This is an optimization exercise on Yosys and OpenROAD, whose aim is small area and a short achievable clock period, not a production implementation.
The RTL of this run was laid out without a check of its function.
Power is estimated from default activity; no workload was simulated.

--- flow/design.v ---
module fir_gen (input clk, input reset, input Load_x,
    input signed [7:0] x_in, input signed [7:0] c_in, output signed [7:0] y_out);
reg [7:0] c0, c1, c2;
reg [3:0] xo, xt, xn;
reg [15:0] a2r0;
reg [15:0] a2r1;
reg [15:0] a2r2;
reg [16:0] a1r0;
reg [16:0] a1r1;
reg [16:0] a1r2;
reg [2:0] yq;
reg [7:0] yg;
reg [7:0] yp;
wire [8:0] xe = {x_in, 1'b0};
wire [3:0] bo, bt, bn;
genvar gi;
generate for (gi = 0; gi < 4; gi = gi + 1) begin : rec
  assign bo[gi] = xe[2*gi+1] ^ xe[2*gi];
  assign bt[gi] = (xe[2*gi+2] & ~xe[2*gi+1] & ~xe[2*gi]) | (~xe[2*gi+2] & xe[2*gi+1] & xe[2*gi]);
  assign bn[gi] = xe[2*gi+2];
end endgenerate
wire [3:0] xon = Load_x ? bo : xo;
wire [3:0] xtn = Load_x ? bt : xt;
wire [3:0] xnn = Load_x ? bn : xn;
wire p1;
wire p2;
wire p3;
wire p4;
wire p5;
wire p6;
wire p7;
wire p8;
wire p9;
wire p10;
wire p11;
wire p12;
wire p13;
wire p14;
wire p15;
wire p16;
wire p17;
wire p18;
wire p19;
wire p20;
wire p21;
wire p22;
wire p23;
wire p24;
wire p25;
wire p26;
wire p27;
wire p28;
wire p29;
wire p30;
wire p31;
wire p32;
wire p33;
wire p34;
wire p35;
wire p36;
wire s37;
wire c38;
wire s39;
wire c40;
wire s41;
wire c42;
wire s43;
wire c44;
wire s45;
wire c46;
wire s47;
wire c48;
wire s49;
wire c50;
wire s51;
wire c52;
wire s53;
wire c54;
wire s55;
wire c56;
wire s57;
wire c58;
wire s59;
wire c60;
wire s61;
wire c62;
wire s63;
wire c64;
wire s65;
wire c66;
wire s67;
wire c68;
wire s69;
wire c70;
wire s71;
wire c72;
wire s73;
wire c74;
wire s75;
wire c76;
wire s77;
wire c78;
wire p79;
wire p80;
wire p81;
wire p82;
wire p83;
wire p84;
wire p85;
wire p86;
wire p87;
wire p88;
wire p89;
wire p90;
wire p91;
wire p92;
wire p93;
wire p94;
wire p95;
wire p96;
wire p97;
wire p98;
wire p99;
wire p100;
wire p101;
wire p102;
wire p103;
wire p104;
wire p105;
wire p106;
wire p107;
wire p108;
wire p109;
wire p110;
wire p111;
wire p112;
wire p113;
wire p114;
wire s115;
wire c116;
wire s117;
wire c118;
wire s119;
wire c120;
wire s121;
wire c122;
wire s123;
wire c124;
wire s125;
wire c126;
wire s127;
wire c128;
wire s129;
wire c130;
wire s131;
wire c132;
wire s133;
wire c134;
wire s135;
wire c136;
wire s137;
wire c138;
wire s139;
wire c140;
wire s141;
wire c142;
wire s143;
wire c144;
wire s145;
wire c146;
wire s147;
wire c148;
wire s149;
wire c150;
wire s151;
wire c152;
wire s153;
wire c154;
wire s155;
wire c156;
wire s157;
wire c158;
wire s159;
wire c160;
wire s161;
wire c162;
wire s163;
wire c164;
wire s165;
wire c166;
wire s167;
wire c168;
wire s169;
wire c170;
wire s171;
wire c172;
wire s173;
wire c174;
wire s175;
wire c176;
wire s177;
wire c178;
wire s179;
wire c180;
wire s181;
wire c182;
wire s183;
wire c184;
wire s185;
wire c186;
wire s187;
wire c188;
wire s189;
wire c190;
wire s191;
wire c192;
wire p193;
wire p194;
wire p195;
wire p196;
wire p197;
wire p198;
wire p199;
wire p200;
wire p201;
wire p202;
wire p203;
wire p204;
wire p205;
wire p206;
wire p207;
wire p208;
wire p209;
wire p210;
wire p211;
wire p212;
wire p213;
wire p214;
wire p215;
wire p216;
wire p217;
wire p218;
wire p219;
wire p220;
wire p221;
wire p222;
wire p223;
wire p224;
wire p225;
wire p226;
wire p227;
wire p228;
wire s229;
wire c230;
wire s231;
wire s232;
wire c233;
wire s234;
wire c235;
wire s236;
wire c237;
wire s238;
wire c239;
wire s240;
wire c241;
wire s242;
wire c243;
wire s244;
wire c245;
wire s246;
wire c247;
wire s248;
wire c249;
wire s250;
wire c251;
wire s252;
wire c253;
wire s254;
wire c255;
wire s256;
wire c257;
wire s258;
wire c259;
wire s260;
wire c261;
wire s262;
wire c263;
wire s264;
wire c265;
wire s266;
wire c267;
wire s268;
wire c269;
wire s270;
wire c271;
wire s272;
wire c273;
wire s274;
wire c275;
wire s276;
wire c277;
wire s278;
wire c279;
wire s280;
wire c281;
wire s282;
wire c283;
wire s284;
wire c285;
wire s286;
wire c287;
wire s288;
wire c289;
wire s290;
wire c291;
wire s292;
wire c293;
wire s294;
wire c295;
wire s296;
wire c297;
wire s298;
wire c299;
wire s300;
wire c301;
wire s302;
wire c303;
wire s304;
wire c305;
wire s306;
wire c307;
wire s308;
wire c309;
wire s310;
wire c311;
wire s312;
wire c313;
wire s314;
wire c315;
wire s316;
wire c317;
wire s318;
wire c319;
wire s320;
wire c321;
wire s322;
wire c323;
wire s324;
wire c325;
wire s326;
wire c327;
wire s328;
wire c329;
wire s330;
wire c331;
wire s332;
wire c333;
wire s334;
wire c335;
wire g336;
wire o337;
wire g338;
wire g339;
wire o340;
wire g341;
wire g342;
wire o343;
wire g344;
wire g345;
wire o346;
wire g347;
wire g348;
wire o349;
wire g350;
wire g351;
wire o352;
wire g353;
wire g354;
wire o355;
wire g356;
wire g357;
wire o358;
wire g359;
wire g360;
wire o361;
wire g362;
wire g363;
wire o364;
wire g365;
wire g366;
wire o367;
wire g368;
wire g369;
wire o370;
wire g371;
wire g372;
wire o373;
wire g374;
wire s375;
wire c376;
wire s377;
wire c378;
wire s379;
wire c380;
wire s381;
wire c382;
wire s383;
wire c384;
wire s385;
wire c386;
wire s387;
wire c388;
wire n389;
wire g390;
wire o391;
wire g392;
wire g393;
wire o394;
wire g395;
wire g396;
wire o397;
wire g398;
wire g399;
wire o400;
wire g401;
wire g402;
wire o403;
wire g404;
wire g405;
wire o406;
wire g407;
wire g408;
wire o409;
wire g410;
wire g411;
wire o412;
wire g413;
wire g414;
wire o415;
wire g416;
wire g417;
wire o418;
wire g419;
wire g420;
wire o421;
wire g422;
wire g423;
wire o424;
wire g425;
wire x426;
wire x427;
wire x428;
wire x429;
wire x430;
wire x431;
wire x432;
wire n433;
wire o434;
wire x435;
wire o436;
wire x437;
wire o438;
wire x439;
wire o440;
wire x441;
wire o442;
wire x443;
wire o444;
wire x445;
wire o446;
wire x447;
wire g448;
wire o449;
wire g450;
wire g451;
wire o452;
wire g453;
wire o454;
wire g455;
wire g456;
wire o457;
wire g458;
wire g459;
wire o460;
wire g461;
wire g462;
wire o463;
wire g464;
wire g465;
wire o466;
wire g467;
wire g468;
wire o469;
wire g470;
wire g471;
wire o472;
wire g473;
wire g474;
wire o475;
wire g476;
wire g477;
wire o478;
wire g479;
wire x480;
wire g481;
wire o482;
wire x483;
wire g484;
wire o485;
wire x486;
wire g487;
wire o488;
wire x489;
wire g490;
wire o491;
wire x492;
wire g493;
wire o494;
wire x495;
wire g496;
wire o497;
wire x498;
wire g499;
wire o500;
wire x501;
assign p1 = (xo[0] & c2[0]) ^ xn[0];
assign p2 = ((xo[0] & c2[1]) | (xt[0] & c2[0])) ^ xn[0];
assign p3 = ((xo[0] & c2[2]) | (xt[0] & c2[1])) ^ xn[0];
assign p4 = ((xo[0] & c2[3]) | (xt[0] & c2[2])) ^ xn[0];
assign p5 = ((xo[0] & c2[4]) | (xt[0] & c2[3])) ^ xn[0];
assign p6 = ((xo[0] & c2[5]) | (xt[0] & c2[4])) ^ xn[0];
assign p7 = ((xo[0] & c2[6]) | (xt[0] & c2[5])) ^ xn[0];
assign p8 = ((xo[0] & c2[7]) | (xt[0] & c2[6])) ^ xn[0];
assign p9 = ~(((xo[0] & c2[7]) | (xt[0] & c2[7])) ^ xn[0]);
assign p10 = (xo[1] & c2[0]) ^ xn[1];
assign p11 = ((xo[1] & c2[1]) | (xt[1] & c2[0])) ^ xn[1];
assign p12 = ((xo[1] & c2[2]) | (xt[1] & c2[1])) ^ xn[1];
assign p13 = ((xo[1] & c2[3]) | (xt[1] & c2[2])) ^ xn[1];
assign p14 = ((xo[1] & c2[4]) | (xt[1] & c2[3])) ^ xn[1];
assign p15 = ((xo[1] & c2[5]) | (xt[1] & c2[4])) ^ xn[1];
assign p16 = ((xo[1] & c2[6]) | (xt[1] & c2[5])) ^ xn[1];
assign p17 = ((xo[1] & c2[7]) | (xt[1] & c2[6])) ^ xn[1];
assign p18 = ~(((xo[1] & c2[7]) | (xt[1] & c2[7])) ^ xn[1]);
assign p19 = (xo[2] & c2[0]) ^ xn[2];
assign p20 = ((xo[2] & c2[1]) | (xt[2] & c2[0])) ^ xn[2];
assign p21 = ((xo[2] & c2[2]) | (xt[2] & c2[1])) ^ xn[2];
assign p22 = ((xo[2] & c2[3]) | (xt[2] & c2[2])) ^ xn[2];
assign p23 = ((xo[2] & c2[4]) | (xt[2] & c2[3])) ^ xn[2];
assign p24 = ((xo[2] & c2[5]) | (xt[2] & c2[4])) ^ xn[2];
assign p25 = ((xo[2] & c2[6]) | (xt[2] & c2[5])) ^ xn[2];
assign p26 = ((xo[2] & c2[7]) | (xt[2] & c2[6])) ^ xn[2];
assign p27 = ~(((xo[2] & c2[7]) | (xt[2] & c2[7])) ^ xn[2]);
assign p28 = (xo[3] & c2[0]) ^ xn[3];
assign p29 = ((xo[3] & c2[1]) | (xt[3] & c2[0])) ^ xn[3];
assign p30 = ((xo[3] & c2[2]) | (xt[3] & c2[1])) ^ xn[3];
assign p31 = ((xo[3] & c2[3]) | (xt[3] & c2[2])) ^ xn[3];
assign p32 = ((xo[3] & c2[4]) | (xt[3] & c2[3])) ^ xn[3];
assign p33 = ((xo[3] & c2[5]) | (xt[3] & c2[4])) ^ xn[3];
assign p34 = ((xo[3] & c2[6]) | (xt[3] & c2[5])) ^ xn[3];
assign p35 = ((xo[3] & c2[7]) | (xt[3] & c2[6])) ^ xn[3];
assign p36 = ~(((xo[3] & c2[7]) | (xt[3] & c2[7])) ^ xn[3]);
fa_cell us37 (.a(xn[1]), .b(p3), .c(p10), .s(s37), .co(c38));
fa_cell us39 (.a(xn[2]), .b(p5), .c(p12), .s(s39), .co(c40));
fa_cell us41 (.a(p6), .b(p13), .c(p20), .s(s41), .co(c42));
fa_cell us43 (.a(xn[3]), .b(p7), .c(p14), .s(s43), .co(c44));
fa_cell us45 (.a(p8), .b(p15), .c(p22), .s(s45), .co(c46));
fa_cell us47 (.a(p9), .b(p16), .c(p23), .s(s47), .co(c48));
fa_cell us49 (.a(p17), .b(p24), .c(p31), .s(s49), .co(c50));
fa_cell us51 (.a(p18), .b(p25), .c(p32), .s(s51), .co(c52));
fa_cell us53 (.a(p4), .b(p11), .c(c38), .s(s53), .co(c54));
fa_cell us55 (.a(p21), .b(p28), .c(c42), .s(s55), .co(c56));
fa_cell us57 (.a(p29), .b(c44), .c(s45), .s(s57), .co(c58));
fa_cell us59 (.a(p30), .b(c46), .c(s47), .s(s59), .co(c60));
fa_cell us61 (.a(p26), .b(p33), .c(c52), .s(s61), .co(c62));
fa_cell us63 (.a(xn[0]), .b(p1), .c(xnn[0]), .s(s63), .co(c64));
fa_cell us65 (.a(p19), .b(s39), .c(xnn[2]), .s(s65), .co(c66));
fa_cell us67 (.a(s43), .b(xnn[3]), .c(s55), .s(s67), .co(c68));
fa_cell us69 (.a(c48), .b(s49), .c(c60), .s(s69), .co(c70));
fa_cell us71 (.a(p27), .b(p34), .c(c62), .s(s71), .co(c72));
fa_cell us73 (.a(c40), .b(s41), .c(c66), .s(s73), .co(c74));
fa_cell us75 (.a(c56), .b(s57), .c(c68), .s(s75), .co(c76));
fa_cell us77 (.a(c50), .b(s51), .c(c70), .s(s77), .co(c78));
assign p79 = (xo[0] & c1[0]) ^ xn[0];
assign p80 = ((xo[0] & c1[1]) | (xt[0] & c1[0])) ^ xn[0];
assign p81 = ((xo[0] & c1[2]) | (xt[0] & c1[1])) ^ xn[0];
assign p82 = ((xo[0] & c1[3]) | (xt[0] & c1[2])) ^ xn[0];
assign p83 = ((xo[0] & c1[4]) | (xt[0] & c1[3])) ^ xn[0];
assign p84 = ((xo[0] & c1[5]) | (xt[0] & c1[4])) ^ xn[0];
assign p85 = ((xo[0] & c1[6]) | (xt[0] & c1[5])) ^ xn[0];
assign p86 = ((xo[0] & c1[7]) | (xt[0] & c1[6])) ^ xn[0];
assign p87 = ~(((xo[0] & c1[7]) | (xt[0] & c1[7])) ^ xn[0]);
assign p88 = (xo[1] & c1[0]) ^ xn[1];
assign p89 = ((xo[1] & c1[1]) | (xt[1] & c1[0])) ^ xn[1];
assign p90 = ((xo[1] & c1[2]) | (xt[1] & c1[1])) ^ xn[1];
assign p91 = ((xo[1] & c1[3]) | (xt[1] & c1[2])) ^ xn[1];
assign p92 = ((xo[1] & c1[4]) | (xt[1] & c1[3])) ^ xn[1];
assign p93 = ((xo[1] & c1[5]) | (xt[1] & c1[4])) ^ xn[1];
assign p94 = ((xo[1] & c1[6]) | (xt[1] & c1[5])) ^ xn[1];
assign p95 = ((xo[1] & c1[7]) | (xt[1] & c1[6])) ^ xn[1];
assign p96 = ~(((xo[1] & c1[7]) | (xt[1] & c1[7])) ^ xn[1]);
assign p97 = (xo[2] & c1[0]) ^ xn[2];
assign p98 = ((xo[2] & c1[1]) | (xt[2] & c1[0])) ^ xn[2];
assign p99 = ((xo[2] & c1[2]) | (xt[2] & c1[1])) ^ xn[2];
assign p100 = ((xo[2] & c1[3]) | (xt[2] & c1[2])) ^ xn[2];
assign p101 = ((xo[2] & c1[4]) | (xt[2] & c1[3])) ^ xn[2];
assign p102 = ((xo[2] & c1[5]) | (xt[2] & c1[4])) ^ xn[2];
assign p103 = ((xo[2] & c1[6]) | (xt[2] & c1[5])) ^ xn[2];
assign p104 = ((xo[2] & c1[7]) | (xt[2] & c1[6])) ^ xn[2];
assign p105 = ~(((xo[2] & c1[7]) | (xt[2] & c1[7])) ^ xn[2]);
assign p106 = (xo[3] & c1[0]) ^ xn[3];
assign p107 = ((xo[3] & c1[1]) | (xt[3] & c1[0])) ^ xn[3];
assign p108 = ((xo[3] & c1[2]) | (xt[3] & c1[1])) ^ xn[3];
assign p109 = ((xo[3] & c1[3]) | (xt[3] & c1[2])) ^ xn[3];
assign p110 = ((xo[3] & c1[4]) | (xt[3] & c1[3])) ^ xn[3];
assign p111 = ((xo[3] & c1[5]) | (xt[3] & c1[4])) ^ xn[3];
assign p112 = ((xo[3] & c1[6]) | (xt[3] & c1[5])) ^ xn[3];
assign p113 = ((xo[3] & c1[7]) | (xt[3] & c1[6])) ^ xn[3];
assign p114 = ~(((xo[3] & c1[7]) | (xt[3] & c1[7])) ^ xn[3]);
ha_cell us115 (.a(a2r0[6]), .b(a2r1[6]), .s(s115), .co(c116));
ha_cell us117 (.a(a2r0[8]), .b(a2r1[8]), .s(s117), .co(c118));
fa_cell us119 (.a(a2r0[1]), .b(a2r1[1]), .c(p80), .s(s119), .co(c120));
fa_cell us121 (.a(a2r0[2]), .b(a2r1[2]), .c(p81), .s(s121), .co(c122));
fa_cell us123 (.a(a2r0[3]), .b(p82), .c(p89), .s(s123), .co(c124));
fa_cell us125 (.a(a2r0[4]), .b(a2r1[4]), .c(p83), .s(s125), .co(c126));
fa_cell us127 (.a(a2r0[5]), .b(p84), .c(p91), .s(s127), .co(c128));
fa_cell us129 (.a(s115), .b(p85), .c(p92), .s(s129), .co(c130));
fa_cell us131 (.a(a2r0[7]), .b(c116), .c(p86), .s(s131), .co(c132));
fa_cell us133 (.a(p93), .b(p100), .c(p107), .s(s133), .co(c134));
fa_cell us135 (.a(a2r2[8]), .b(s117), .c(p87), .s(s135), .co(c136));
fa_cell us137 (.a(p94), .b(p101), .c(p108), .s(s137), .co(c138));
fa_cell us139 (.a(a2r0[9]), .b(c118), .c(p95), .s(s139), .co(c140));
fa_cell us141 (.a(a2r0[10]), .b(p96), .c(p103), .s(s141), .co(c142));
fa_cell us143 (.a(a2r0[11]), .b(a2r1[11]), .c(p104), .s(s143), .co(c144));
fa_cell us145 (.a(a2r0[12]), .b(p105), .c(p112), .s(s145), .co(c146));
fa_cell us147 (.a(a2r0[13]), .b(a2r1[13]), .c(p113), .s(s147), .co(c148));
fa_cell us149 (.a(p88), .b(c120), .c(s121), .s(s149), .co(c150));
fa_cell us151 (.a(p90), .b(p97), .c(c124), .s(s151), .co(c152));
fa_cell us153 (.a(p98), .b(c126), .c(s127), .s(s153), .co(c154));
fa_cell us155 (.a(p99), .b(p106), .c(c128), .s(s155), .co(c156));
fa_cell us157 (.a(c130), .b(s131), .c(s133), .s(s157), .co(c158));
fa_cell us159 (.a(c132), .b(c134), .c(s135), .s(s159), .co(c160));
fa_cell us161 (.a(p102), .b(p109), .c(c136), .s(s161), .co(c162));
fa_cell us163 (.a(p110), .b(c140), .c(s141), .s(s163), .co(c164));
fa_cell us165 (.a(p111), .b(c142), .c(s143), .s(s165), .co(c166));
fa_cell us167 (.a(a2r0[14]), .b(p114), .c(c148), .s(s167), .co(c168));
fa_cell us169 (.a(a2r0[0]), .b(p79), .c(xnn[0]), .s(s169), .co(c170));
fa_cell us171 (.a(c122), .b(s123), .c(c150), .s(s171), .co(c172));
fa_cell us173 (.a(s125), .b(xnn[2]), .c(s151), .s(s173), .co(c174));
fa_cell us175 (.a(s129), .b(xnn[3]), .c(c154), .s(s175), .co(c176));
fa_cell us177 (.a(s137), .b(c158), .c(s159), .s(s177), .co(c178));
fa_cell us179 (.a(c138), .b(s139), .c(c160), .s(s179), .co(c180));
fa_cell us181 (.a(c144), .b(s145), .c(c166), .s(s181), .co(c182));
fa_cell us183 (.a(c152), .b(s153), .c(c174), .s(s183), .co(c184));
fa_cell us185 (.a(c156), .b(s157), .c(c176), .s(s185), .co(c186));
fa_cell us187 (.a(s161), .b(c178), .c(s179), .s(s187), .co(c188));
fa_cell us189 (.a(c162), .b(s163), .c(c180), .s(s189), .co(c190));
fa_cell us191 (.a(c146), .b(s147), .c(c182), .s(s191), .co(c192));
assign p193 = (xo[0] & c0[0]) ^ xn[0];
assign p194 = ((xo[0] & c0[1]) | (xt[0] & c0[0])) ^ xn[0];
assign p195 = ((xo[0] & c0[2]) | (xt[0] & c0[1])) ^ xn[0];
assign p196 = ((xo[0] & c0[3]) | (xt[0] & c0[2])) ^ xn[0];
assign p197 = ((xo[0] & c0[4]) | (xt[0] & c0[3])) ^ xn[0];
assign p198 = ((xo[0] & c0[5]) | (xt[0] & c0[4])) ^ xn[0];
assign p199 = ((xo[0] & c0[6]) | (xt[0] & c0[5])) ^ xn[0];
assign p200 = ((xo[0] & c0[7]) | (xt[0] & c0[6])) ^ xn[0];
assign p201 = ~(((xo[0] & c0[7]) | (xt[0] & c0[7])) ^ xn[0]);
assign p202 = (xo[1] & c0[0]) ^ xn[1];
assign p203 = ((xo[1] & c0[1]) | (xt[1] & c0[0])) ^ xn[1];
assign p204 = ((xo[1] & c0[2]) | (xt[1] & c0[1])) ^ xn[1];
assign p205 = ((xo[1] & c0[3]) | (xt[1] & c0[2])) ^ xn[1];
assign p206 = ((xo[1] & c0[4]) | (xt[1] & c0[3])) ^ xn[1];
assign p207 = ((xo[1] & c0[5]) | (xt[1] & c0[4])) ^ xn[1];
assign p208 = ((xo[1] & c0[6]) | (xt[1] & c0[5])) ^ xn[1];
assign p209 = ((xo[1] & c0[7]) | (xt[1] & c0[6])) ^ xn[1];
assign p210 = ~(((xo[1] & c0[7]) | (xt[1] & c0[7])) ^ xn[1]);
assign p211 = (xo[2] & c0[0]) ^ xn[2];
assign p212 = ((xo[2] & c0[1]) | (xt[2] & c0[0])) ^ xn[2];
assign p213 = ((xo[2] & c0[2]) | (xt[2] & c0[1])) ^ xn[2];
assign p214 = ((xo[2] & c0[3]) | (xt[2] & c0[2])) ^ xn[2];
assign p215 = ((xo[2] & c0[4]) | (xt[2] & c0[3])) ^ xn[2];
assign p216 = ((xo[2] & c0[5]) | (xt[2] & c0[4])) ^ xn[2];
assign p217 = ((xo[2] & c0[6]) | (xt[2] & c0[5])) ^ xn[2];
assign p218 = ((xo[2] & c0[7]) | (xt[2] & c0[6])) ^ xn[2];
assign p219 = ~(((xo[2] & c0[7]) | (xt[2] & c0[7])) ^ xn[2]);
assign p220 = (xo[3] & c0[0]) ^ xn[3];
assign p221 = ((xo[3] & c0[1]) | (xt[3] & c0[0])) ^ xn[3];
assign p222 = ((xo[3] & c0[2]) | (xt[3] & c0[1])) ^ xn[3];
assign p223 = ((xo[3] & c0[3]) | (xt[3] & c0[2])) ^ xn[3];
assign p224 = ((xo[3] & c0[4]) | (xt[3] & c0[3])) ^ xn[3];
assign p225 = ((xo[3] & c0[5]) | (xt[3] & c0[4])) ^ xn[3];
assign p226 = ((xo[3] & c0[6]) | (xt[3] & c0[5])) ^ xn[3];
assign p227 = ((xo[3] & c0[7]) | (xt[3] & c0[6])) ^ xn[3];
assign p228 = ~(((xo[3] & c0[7]) | (xt[3] & c0[7])) ^ xn[3]);
ha_cell us229 (.a(a1r0[6]), .b(a1r1[6]), .s(s229), .co(c230));
assign s231 = ~a1r0[8];
ha_cell us232 (.a(a1r0[4]), .b(a1r1[4]), .s(s232), .co(c233));
ha_cell us234 (.a(a1r0[5]), .b(p198), .s(s234), .co(c235));
fa_cell us236 (.a(a1r2[6]), .b(s229), .c(p199), .s(s236), .co(c237));
ha_cell us238 (.a(p206), .b(p213), .s(s238), .co(c239));
fa_cell us240 (.a(a1r0[7]), .b(c230), .c(p200), .s(s240), .co(c241));
fa_cell us242 (.a(p207), .b(p214), .c(p221), .s(s242), .co(c243));
fa_cell us244 (.a(a1r1[8]), .b(s231), .c(p201), .s(s244), .co(c245));
fa_cell us246 (.a(p208), .b(p215), .c(p222), .s(s246), .co(c247));
fa_cell us248 (.a(a1r0[9]), .b(a1r0[8]), .c(p209), .s(s248), .co(c249));
ha_cell us250 (.a(p216), .b(p223), .s(s250), .co(c251));
fa_cell us252 (.a(a1r0[10]), .b(a1r1[10]), .c(p210), .s(s252), .co(c253));
ha_cell us254 (.a(p217), .b(p224), .s(s254), .co(c255));
fa_cell us256 (.a(a1r0[11]), .b(a1r1[11]), .c(a1r2[11]), .s(s256), .co(c257));
ha_cell us258 (.a(p218), .b(p225), .s(s258), .co(c259));
ha_cell us260 (.a(a1r0[12]), .b(p219), .s(s260), .co(c261));
ha_cell us262 (.a(a1r0[2]), .b(a1r1[2]), .s(s262), .co(c263));
ha_cell us264 (.a(a1r0[3]), .b(p196), .s(s264), .co(c265));
fa_cell us266 (.a(s232), .b(p197), .c(p204), .s(s266), .co(c267));
fa_cell us268 (.a(c233), .b(p205), .c(p212), .s(s268), .co(c269));
fa_cell us270 (.a(p220), .b(c235), .c(s238), .s(s270), .co(c271));
fa_cell us272 (.a(c239), .b(c237), .c(s240), .s(s272), .co(c273));
fa_cell us274 (.a(c241), .b(c243), .c(s244), .s(s274), .co(c275));
fa_cell us276 (.a(s250), .b(c245), .c(c247), .s(s276), .co(c277));
fa_cell us278 (.a(c251), .b(s254), .c(c249), .s(s278), .co(c279));
fa_cell us280 (.a(s256), .b(c255), .c(s258), .s(s280), .co(c281));
fa_cell us282 (.a(c257), .b(p226), .c(c259), .s(s282), .co(c283));
ha_cell us284 (.a(a1r0[13]), .b(p227), .s(s284), .co(c285));
ha_cell us286 (.a(a1r0[14]), .b(a1r1[14]), .s(s286), .co(c287));
ha_cell us288 (.a(a1r0[1]), .b(a1r1[1]), .s(s288), .co(c289));
fa_cell us290 (.a(s262), .b(p195), .c(p202), .s(s290), .co(c291));
fa_cell us292 (.a(c263), .b(p203), .c(s264), .s(s292), .co(c293));
fa_cell us294 (.a(p211), .b(c265), .c(s266), .s(s294), .co(c295));
fa_cell us296 (.a(s234), .b(c267), .c(s268), .s(s296), .co(c297));
fa_cell us298 (.a(c269), .b(s236), .c(s270), .s(s298), .co(c299));
fa_cell us300 (.a(s242), .b(c271), .c(s272), .s(s300), .co(c301));
fa_cell us302 (.a(s246), .b(c273), .c(s274), .s(s302), .co(c303));
fa_cell us304 (.a(s248), .b(c275), .c(s276), .s(s304), .co(c305));
fa_cell us306 (.a(s252), .b(c277), .c(s278), .s(s306), .co(c307));
fa_cell us308 (.a(c253), .b(s280), .c(c279), .s(s308), .co(c309));
fa_cell us310 (.a(s260), .b(s282), .c(c281), .s(s310), .co(c311));
fa_cell us312 (.a(c261), .b(s284), .c(c283), .s(s312), .co(c313));
fa_cell us314 (.a(s286), .b(p228), .c(c285), .s(s314), .co(c315));
ha_cell us316 (.a(a1r0[15]), .b(c287), .s(s316), .co(c317));
ha_cell us318 (.a(a1r0[0]), .b(p193), .s(s318), .co(c319));
ha_cell us320 (.a(p194), .b(s288), .s(s320), .co(c321));
ha_cell us322 (.a(c289), .b(s290), .s(s322), .co(c323));
ha_cell us324 (.a(c291), .b(s292), .s(s324), .co(c325));
ha_cell us326 (.a(c293), .b(s294), .s(s326), .co(c327));
ha_cell us328 (.a(c295), .b(s296), .s(s328), .co(c329));
ha_cell us330 (.a(c297), .b(s298), .s(s330), .co(c331));
ha_cell us332 (.a(c299), .b(s300), .s(s332), .co(c333));
ha_cell us334 (.a(c301), .b(s302), .s(s334), .co(c335));
assign g336 = s320 & c319;
assign o337 = c321 | g336;
assign g338 = s320 & s318;
assign g339 = s324 & c323;
assign o340 = c325 | g339;
assign g341 = s324 & s322;
assign g342 = s328 & c327;
assign o343 = c329 | g342;
assign g344 = s328 & s326;
assign g345 = s332 & c331;
assign o346 = c333 | g345;
assign g347 = s332 & s330;
assign g348 = s322 & o337;
assign o349 = c323 | g348;
assign g350 = s322 & g338;
assign g351 = g341 & o337;
assign o352 = o340 | g351;
assign g353 = g341 & g338;
assign g354 = s330 & o343;
assign o355 = c331 | g354;
assign g356 = s330 & g344;
assign g357 = g347 & o343;
assign o358 = o346 | g357;
assign g359 = g347 & g344;
assign g360 = s326 & o352;
assign o361 = c327 | g360;
assign g362 = s326 & g353;
assign g363 = g344 & o352;
assign o364 = o343 | g363;
assign g365 = g344 & g353;
assign g366 = g356 & o352;
assign o367 = o355 | g366;
assign g368 = g356 & g353;
assign g369 = g359 & o352;
assign o370 = o358 | g369;
assign g371 = g359 & g353;
assign g372 = s334 & o370;
assign o373 = c335 | g372;
assign g374 = s334 & g371;
ha_cell us375 (.a(c303), .b(s304), .s(s375), .co(c376));
ha_cell us377 (.a(c305), .b(s306), .s(s377), .co(c378));
ha_cell us379 (.a(c307), .b(s308), .s(s379), .co(c380));
ha_cell us381 (.a(c309), .b(s310), .s(s381), .co(c382));
ha_cell us383 (.a(c311), .b(s312), .s(s383), .co(c384));
ha_cell us385 (.a(c313), .b(s314), .s(s385), .co(c386));
ha_cell us387 (.a(c315), .b(s316), .s(s387), .co(c388));
assign n389 = ~c317;
assign g390 = s377 & c376;
assign o391 = c378 | g390;
assign g392 = s377 & s375;
assign g393 = s381 & c380;
assign o394 = c382 | g393;
assign g395 = s381 & s379;
assign g396 = s385 & c384;
assign o397 = c386 | g396;
assign g398 = s385 & s383;
assign g399 = n389 & c388;
assign o400 = c317 | g399;
assign g401 = n389 & s387;
assign g402 = s379 & o391;
assign o403 = c380 | g402;
assign g404 = s379 & g392;
assign g405 = g395 & o391;
assign o406 = o394 | g405;
assign g407 = g395 & g392;
assign g408 = s387 & o397;
assign o409 = c388 | g408;
assign g410 = s387 & g398;
assign g411 = g401 & o397;
assign o412 = o400 | g411;
assign g413 = g401 & g398;
assign g414 = s383 & o406;
assign o415 = c384 | g414;
assign g416 = s383 & g407;
assign g417 = g398 & o406;
assign o418 = o397 | g417;
assign g419 = g398 & g407;
assign g420 = g410 & o406;
assign o421 = o409 | g420;
assign g422 = g410 & g407;
assign g423 = g413 & o406;
assign o424 = o412 | g423;
assign g425 = g413 & g407;
assign x426 = s377 ^ c376;
assign x427 = s379 ^ o391;
assign x428 = s381 ^ o403;
assign x429 = s383 ^ o406;
assign x430 = s385 ^ o415;
assign x431 = s387 ^ o418;
assign x432 = n389 ^ o421;
assign n433 = ~s375;
assign o434 = c376 | s375;
assign x435 = s377 ^ o434;
assign o436 = o391 | g392;
assign x437 = s379 ^ o436;
assign o438 = o403 | g404;
assign x439 = s381 ^ o438;
assign o440 = o406 | g407;
assign x441 = s383 ^ o440;
assign o442 = o415 | g416;
assign x443 = s385 ^ o442;
assign o444 = o418 | g419;
assign x445 = s387 ^ o444;
assign o446 = o421 | g422;
assign x447 = n389 ^ o446;
assign g448 = s334 & c333;
assign o449 = c335 | g448;
assign g450 = s334 & s332;
assign g451 = yq[2] & yq[0];
assign o452 = yq[1] | g451;
assign g453 = yp[1] & yg[0];
assign o454 = yg[1] | g453;
assign g455 = yp[1] & yp[0];
assign g456 = yp[3] & yg[2];
assign o457 = yg[3] | g456;
assign g458 = yp[3] & yp[2];
assign g459 = yp[5] & yg[4];
assign o460 = yg[5] | g459;
assign g461 = yp[5] & yp[4];
assign g462 = yp[2] & o454;
assign o463 = yg[2] | g462;
assign g464 = yp[2] & g455;
assign g465 = g458 & o454;
assign o466 = o457 | g465;
assign g467 = g458 & g455;
assign g468 = yp[6] & o460;
assign o469 = yg[6] | g468;
assign g470 = yp[6] & g461;
assign g471 = yp[4] & o466;
assign o472 = yg[4] | g471;
assign g473 = yp[4] & g467;
assign g474 = g461 & o466;
assign o475 = o460 | g474;
assign g476 = g461 & g467;
assign g477 = g470 & o466;
assign o478 = o469 | g477;
assign g479 = g470 & g467;
assign x480 = yp[0] ^ o452;
assign g481 = yp[0] & o452;
assign o482 = yg[0] | g481;
assign x483 = yp[1] ^ o482;
assign g484 = g455 & o452;
assign o485 = o454 | g484;
assign x486 = yp[2] ^ o485;
assign g487 = g464 & o452;
assign o488 = o463 | g487;
assign x489 = yp[3] ^ o488;
assign g490 = g467 & o452;
assign o491 = o466 | g490;
assign x492 = yp[4] ^ o491;
assign g493 = g473 & o452;
assign o494 = o472 | g493;
assign x495 = yp[5] ^ o494;
assign g496 = g476 & o452;
assign o497 = o475 | g496;
assign x498 = yp[6] ^ o497;
assign g499 = g479 & o452;
assign o500 = o478 | g499;
assign x501 = yp[7] ^ o500;
always @(posedge clk or posedge reset)
  if (reset) begin
    xo <= 4'd0; xt <= 4'd0; xn <= 4'd0; c0 <= 8'd0; c1 <= 8'd0; c2 <= 8'd0;
    a2r0 <= 16'd21760; a2r1 <= 16'd0; a2r2 <= 16'd0; a1r0 <= 17'd43520; a1r1 <= 17'd0; a1r2 <= 17'd0; yq <= 3'd0; yg <= 8'd0; yp <= 8'd0;
  end else begin
    xo <= xon; xt <= xtn; xn <= xnn;
    if (!Load_x) begin c2 <= c_in; c1 <= c2; c0 <= c1; end
    a2r0 <= {1'b0,p36,p35,s71,c78,s77,s69,c76,s75,c74,s73,c54,s53,s37,p2,s63};
    a2r1 <= {1'b0,1'b0,c72,1'b0,s61,1'b0,1'b0,c58,1'b0,s67,1'b0,s65,1'b0,xnn[1],c64,1'b0};
    a2r2 <= {1'b0,1'b0,1'b0,1'b0,1'b0,1'b0,1'b0,s59,1'b0,1'b0,1'b0,1'b0,1'b0,1'b0,1'b0,1'b0};
    a1r0 <= {1'b0,c168,c192,s191,s181,c190,c188,s187,c186,s185,c184,s183,c172,s171,xnn[1],s119,s169};
    a1r1 <= {1'b0,1'b0,s167,1'b0,1'b0,c164,s189,1'b0,s177,1'b0,s155,1'b0,s173,1'b0,s149,c170,1'b0};
    a1r2 <= {1'b0,1'b0,1'b0,1'b0,1'b0,s165,1'b0,1'b0,1'b0,1'b0,s175,1'b0,1'b0,1'b0,1'b0,1'b0,1'b0};
    yq <= {g450,o449,o367};
    yg <= {1'b0,c388,c386,c384,c382,c380,c378,c376};
    yp <= {n389,s387,s385,s383,s381,s379,s377,s375};
  end
assign y_out = {x501,x498,x495,x492,x489,x486,x483,x480};
endmodule
module fa_cell (input a, input b, input c, output s, output co);
assign {co, s} = a + b + c;
endmodule
module ha_cell (input a, input b, output s, output co);
assign {co, s} = a + b;
endmodule
--- flow/flow/run.sh ---
#!/bin/bash
# Own layout flow: the standard flow (standard.sh), with two changes after synthesis:
#  - the input and output port buffers are buf_1 cells (buffer_ports -buffer_cell)
#  - clock tree synthesis without dummy loads
# Each step's full output goes to its own log file in this folder.
set -euo pipefail
bash standard.sh synth > synth.log 2>&1
export BUFFER_PORTS_ARGS="-buffer_cell sky130_fd_sc_hd__buf_1"
export CTS_ARGS="-sink_clustering_enable -repair_clock_nets -dont_use_dummy_load"
bash standard.sh floorplan > floorplan.log 2>&1
bash standard.sh place > place.log 2>&1
bash standard.sh cts > cts.log 2>&1
bash standard.sh route > route.log 2>&1
bash standard.sh finish > finish.log 2>&1
test -f out/final.def
--- flow/standard.sh ---
#!/bin/bash
# synth_recipe.tcl (not shown) runs the flow's synth.tcl, then flattens the netlist and writes it again
# the make line also repeats each setting of config.mk as NAME=value (left out here)
make -C /OpenROAD-flow-scripts/flow DESIGN_CONFIG=/design/flow/config.mk WORK_HOME=/design/flow/orfs CLKGATE_MAP_FILE= SYNTH_SCRIPT=/design/flow/synth_recipe.tcl "${@:-finish}"
--- flow/config.mk ---
export PLATFORM = sky130hd
export DESIGN_NAME = fir_gen
export DESIGN_NICKNAME = fir_gen
export VERILOG_FILES = /design/flow/design.v
export SDC_FILE = /design/flow/constraint.sdc
export NUM_CORES = 4
export LEC_CHECK = 0
export CAP_MARGIN = 20
export CORE_MARGIN = 2
export CORE_UTILIZATION = 50
export SETUP_SLACK_MARGIN = 2.5
export SLEW_MARGIN = 20
export SYNTH_HIERARCHICAL = 1
export SYNTH_MINIMUM_KEEP_SIZE = 0
--- flow/constraint.sdc ---
create_clock -name core_clock -period 5.5 [get_ports {clk}]
set_input_delay 1.1000 -clock core_clock [delete_from_list [all_inputs] [get_ports {clk}]]
set_output_delay 1.1000 -clock core_clock [all_outputs]
set_load 0.01 [all_outputs]
==> flow_summary_export.csv <==
group,metric,value,unit
outcome,outcome,"no timing/DRC/antenna violations",
power_and_ir_drop,p_clk_share,10.8,%
layout,finalNonFillerCells,785,
detailed_routing,detail-route-antenna-nets,0,
power_and_ir_drop,switchingPower,0.00210,W
logic_synthesis,syn-cell-area,7470,µm²
global_route,grtUsageMet1,28.5,%
min_path,hold_depth,1,
die,start_util,51.2,%
logic_synthesis,yosys-mux-area-fraction,4.52,%
cts,cts_root_buf,"clkbuf_16",
timing,slew_headroom,57.5,%
place,globalplace.congestion,0.826,
layout,final_net_count,743,
cts,h-tree-depth,3,
power_and_ir_drop,p_comb_share,61.8,%
cts,clock-sinks,101,
timing,rsz0062_at_grt,"true",
layout,drive_gt1_share,20.1,%
power_and_ir_drop,sw_frac_of_total,41.3,%
timing,timing.fmax,0.337,GHz
cts,clkTransAtPathRegs,0.07,ns
min_path,holdCritStartpoint,"a2r0[1]",
timing,setup_violations,0,
cts,worstSkewPairLatency,0.36,ns
cts,hold_buffers,0,
logic_synthesis,synth_warnings,7,
setup_path,setup.worst_path.start_class,"register",
die,ios,27,
setup_path,cp.arrival,3.18,ns
cts,cts_buffers,9,
detailed_routing,drt_first_pass_iters,5,
logic_synthesis,syn_area_per_cell,12.3,µm²
logic_synthesis,ys_seq_elements,101,
global_route,grtUsageMet2,35.1,%
layout,multi_input_area,4700,µm²
global_route,top_usage_layer,"met2",
setup_path,endpoint_kind,"register",
logic_synthesis,yosysSeqAreaShare,34.0,%
power_and_ir_drop,powerDensity,629,nW/µm²
global_route,grt_max_degree,51,
logic_synthesis,yosys.area_share.simple,2.90,%
timing,holdWs,0.561,ns
power_and_ir_drop,vdd_drop_max,0.000232,V
min_path,hp-class,"reg -> reg",
logic_synthesis,yosysMostFrequentCell,"xnor2_1",
timing,fin_skew,0.0181,ns
logic_synthesis,synthTopCellsByCount,"xnor2_1, dfrtp_1, fa_1",
layout,fin_area,8110,µm²
global_route,antenna_found_initial,0,
timing,maxSlewViolCount,0,
logic_synthesis,synth_xor_area_share,13.5,%
setup_path,r2r-start,"xo[0]",
timing,setup_tns,0,ns
global_route,grt_pass1_vias,4883,
logic_synthesis,synth_edf_count,0,
logic_synthesis,ys_types,35,
job,maxCapViolCount,0,
logic_synthesis,synth-async-reset-ratio,100,%
logic_synthesis,synth_compound_area_share,11.6,%
timing,finalHoldViolations,0,
cts,ctsLongestPathBuffers,2,
die,die_h,126,µm
layout,syn_to_final_growth,8.56,%
logic_synthesis,synth_flop_cell,"dfrtp_1",
min_path,worstHoldEndpoint,"a1r0[1]",
setup_path,rr_worst_depth,7,
detailed_routing,drcViolationCount,0,
timing,worstMarginPinSlew,0.637,ns
setup_path,cp_slowest_stage_delay,0.57,ns
setup_path,cp_max_fo,8,
detailed_routing,drtIter0Drc,243,
setup_path,r2r-end,"a1r0[5]",
layout,antenna_cells,0,
logic_synthesis,ys_top_cells_by_area,"dfrtp_1, fa_1, xnor2_1, a22oi_1, ha_1",
setup_path,path_class,"reg -> reg",
logic_synthesis,syn_inst,606,
setup_path,critPathRequiredTime,5.72,ns
place,port_buffers,26,
global_route,grt_pass1_wl,26200,µm
place,post-dp-hpwl,11000,µm
detailed_routing,viasPerCell,5.82,
timing,finalCriticalPeriod,2.96,ns
layout,regArea,2570,µm²
power_and_ir_drop,leakage,3.20,nW
power_and_ir_drop,power.internal,0.00299,W
global_route,use_met3,2.42,%
setup_path,critPathSlowestCell,"dfrtp_4",
logic_synthesis,yosys.area.top_type,"dfrtp_1",
detailed_routing,dr_total_vias,4567,
setup_path,cp_cell_sequence,"buf_4 > a22oi_1 > xnor2_1 > fa_1 > fa_1 > fa_1 > fa_1",
timing,fin_crit_sh,53.9,%
logic_synthesis,synthesis.nets,746,
global_route,overflow,0,
place,dpl-instance-area,7570,µm²
logic_synthesis,synth_top_family_by_area,"adder cells",
cts,cts_tree,"yes",
detailed_routing,routedWlPerCell,20.7,µm
setup_path,r2r_slack,2.54,ns
detailed_routing,wl,16300,µm
global_route,grt_usage,21.1,%
layout,fillCellCount,1181,
die,core_region_area,14600,µm²
die,rows,44,
die,die-area,15900,µm²
logic_synthesis,yosysTopAreaCellShare,31.2,%
setup_path,critPathMostFrequentCell,"fa_1",
place,dp_cells,758,
logic_synthesis,synth_fa_ha_area_share,29.1,%
power_and_ir_drop,seq_power_share,27.4,%
die,dieWidth,126,µm
[worst max-delay path by stage]
stage | start | end | slack [ns] | cells past startpoint
after floorplan | xo[2] | a1r0[9] | 2.52 | 8
after global placement | xt[1] | yq[2] | 2.10 | 7
after detailed placement | xo[0] | yq[2] | 2.01 | 7
after CTS | yp[3] | y_out[6] | 2.50 | 5
after global routing | xo[0] | a1r0[5] | 2.45 | 7
final | xo[0] | a1r0[5] | 2.54 | 7
[routing by layer]
layer	part of all wire, %	vias to the layer above
met3	4.3	30
met5	0	-
li1	-	2052
met4	2.7	0
met2	49	114
met1	44	2371
[cells in the final DEF, fill, tap and decap left out, drive strengths merged, types with 5 or more instances in the layout]
cell / instances
a21oi: 10
a22oi: 84
buf: 53
clkbuf: 11
dfrtp: 93
dfstp: 8
fa: 88
ha: 33
inv: 5
mux2: 30
nand2: 15
nor2: 9
nor3: 5
o21ai: 14
xnor2: 102
xor2: 13
[Yosys stat by module (local to each module, per instance)]
module   flops+latches  cells  area, µm²  times used
fir_gen            101    486       5310           1
ha_cell              0      1       12.5          32
fa_cell              0      1       20.0          88
[sequential cells by signal, summed over array words and instances, names as in the netlist, 2 cells and up]
signal and count:
c0 8, yq 3, a2r1 6, a1r2 2, yg 7, a2r0 15
xn 4, c2 8, a1r1 8, a1r0 15, c1 8, yp 8
xt 4, xo 4
[area by class of cell]
type | count | share of cell area (%)
multi-input combinational | 430 | 58.0
sequential | 101 | 31.8
timing repair buffer | 55 | 4.29
tap | 184 | 2.84
clock buffer | 9 | 2.78
inverter | 6 | 0.324
[power groups by stage]
stage	sequential, W	combinational [W]	clock, W
after floorplan	0.00125	0.00250	0
after global placement	0.00141	0.00293	0
after detailed placement	0.00142	0.00308	0
after CTS	0.00140	0.00317	0.000564
after global routing	0.00143	0.00368	0.000594
final	0.00140	0.00315	0.000552
[kinds of logic (layout without fill, tap and decap cells)]
group                    count (synthesis)  after routing
AO/OA/AOI/OAI                          121            121
AND/OR/NAND/NOR                         43             43
flip-flops                             101            101
multiplexers                            30             30
XOR/XNOR                               115            115
adder cells (fa/ha/maj)                121            121
buffers and inverters                   75             70
[metrics by stage]
stage	util [%]	total power [W]	setup slack (ns)
detailed placement	51.9	0.00450	2.01
CTS	54.2	0.00513	2.50
finish	55.6	0.00510	2.54
global route	55.6	0.00571	2.45
floorplan	-	0.00375	2.52
global placement	51.9	0.00434	2.10
[timing repair]
action,4_1_cts,5_1_grt
resized for setup,23,33
pin swaps,3,8
endpoints found under the setup margin,28,15
buffers inserted,6,12
cloned,0,0
[worst max-delay path, delay by kind of cell, from the launching register on]
kind,cells,cell delay [ns]
compound gates,1,0.19
buf+inv,1,0.21
fa+ha+maj,4,1.73
xor+xnor,1,0.11
flops,1,0.57

[static timing again, ports no longer ideal]
Ports are ideal in the flow. The routed layout listed here was re-timed in OpenROAD.
Step 1 (the two cells are an assumption about what drives the block):
set clk [get_ports {clk}]
set_driving_cell -lib_cell sky130_fd_sc_hd__clkbuf_16 $clk
set_driving_cell -lib_cell sky130_fd_sc_hd__buf_2 [delete_from_list [all_inputs] $clk]
Step 2, shift: input delay + t, output delay - t, t = (earliest + latest rising clock arrival at the registers) / 2. This alone moves slack from input paths to output paths.
a / b / c = ideal ports / drivers / drivers and shift; a / b = the first two.
t (ns): 0.396
setup slack, ns: 2.535 / 2.522 / 2.342
hold slack, ns: 0.561 / 0.561 / 0.561
worst data-port slew with drivers (ns): 0.03
cell pins on the clock port's net: 1
After both steps this run still meets setup and hold. For this run, drivers alone change the setup slack by -0.013 ns; drivers and shift together by -0.193 ns.
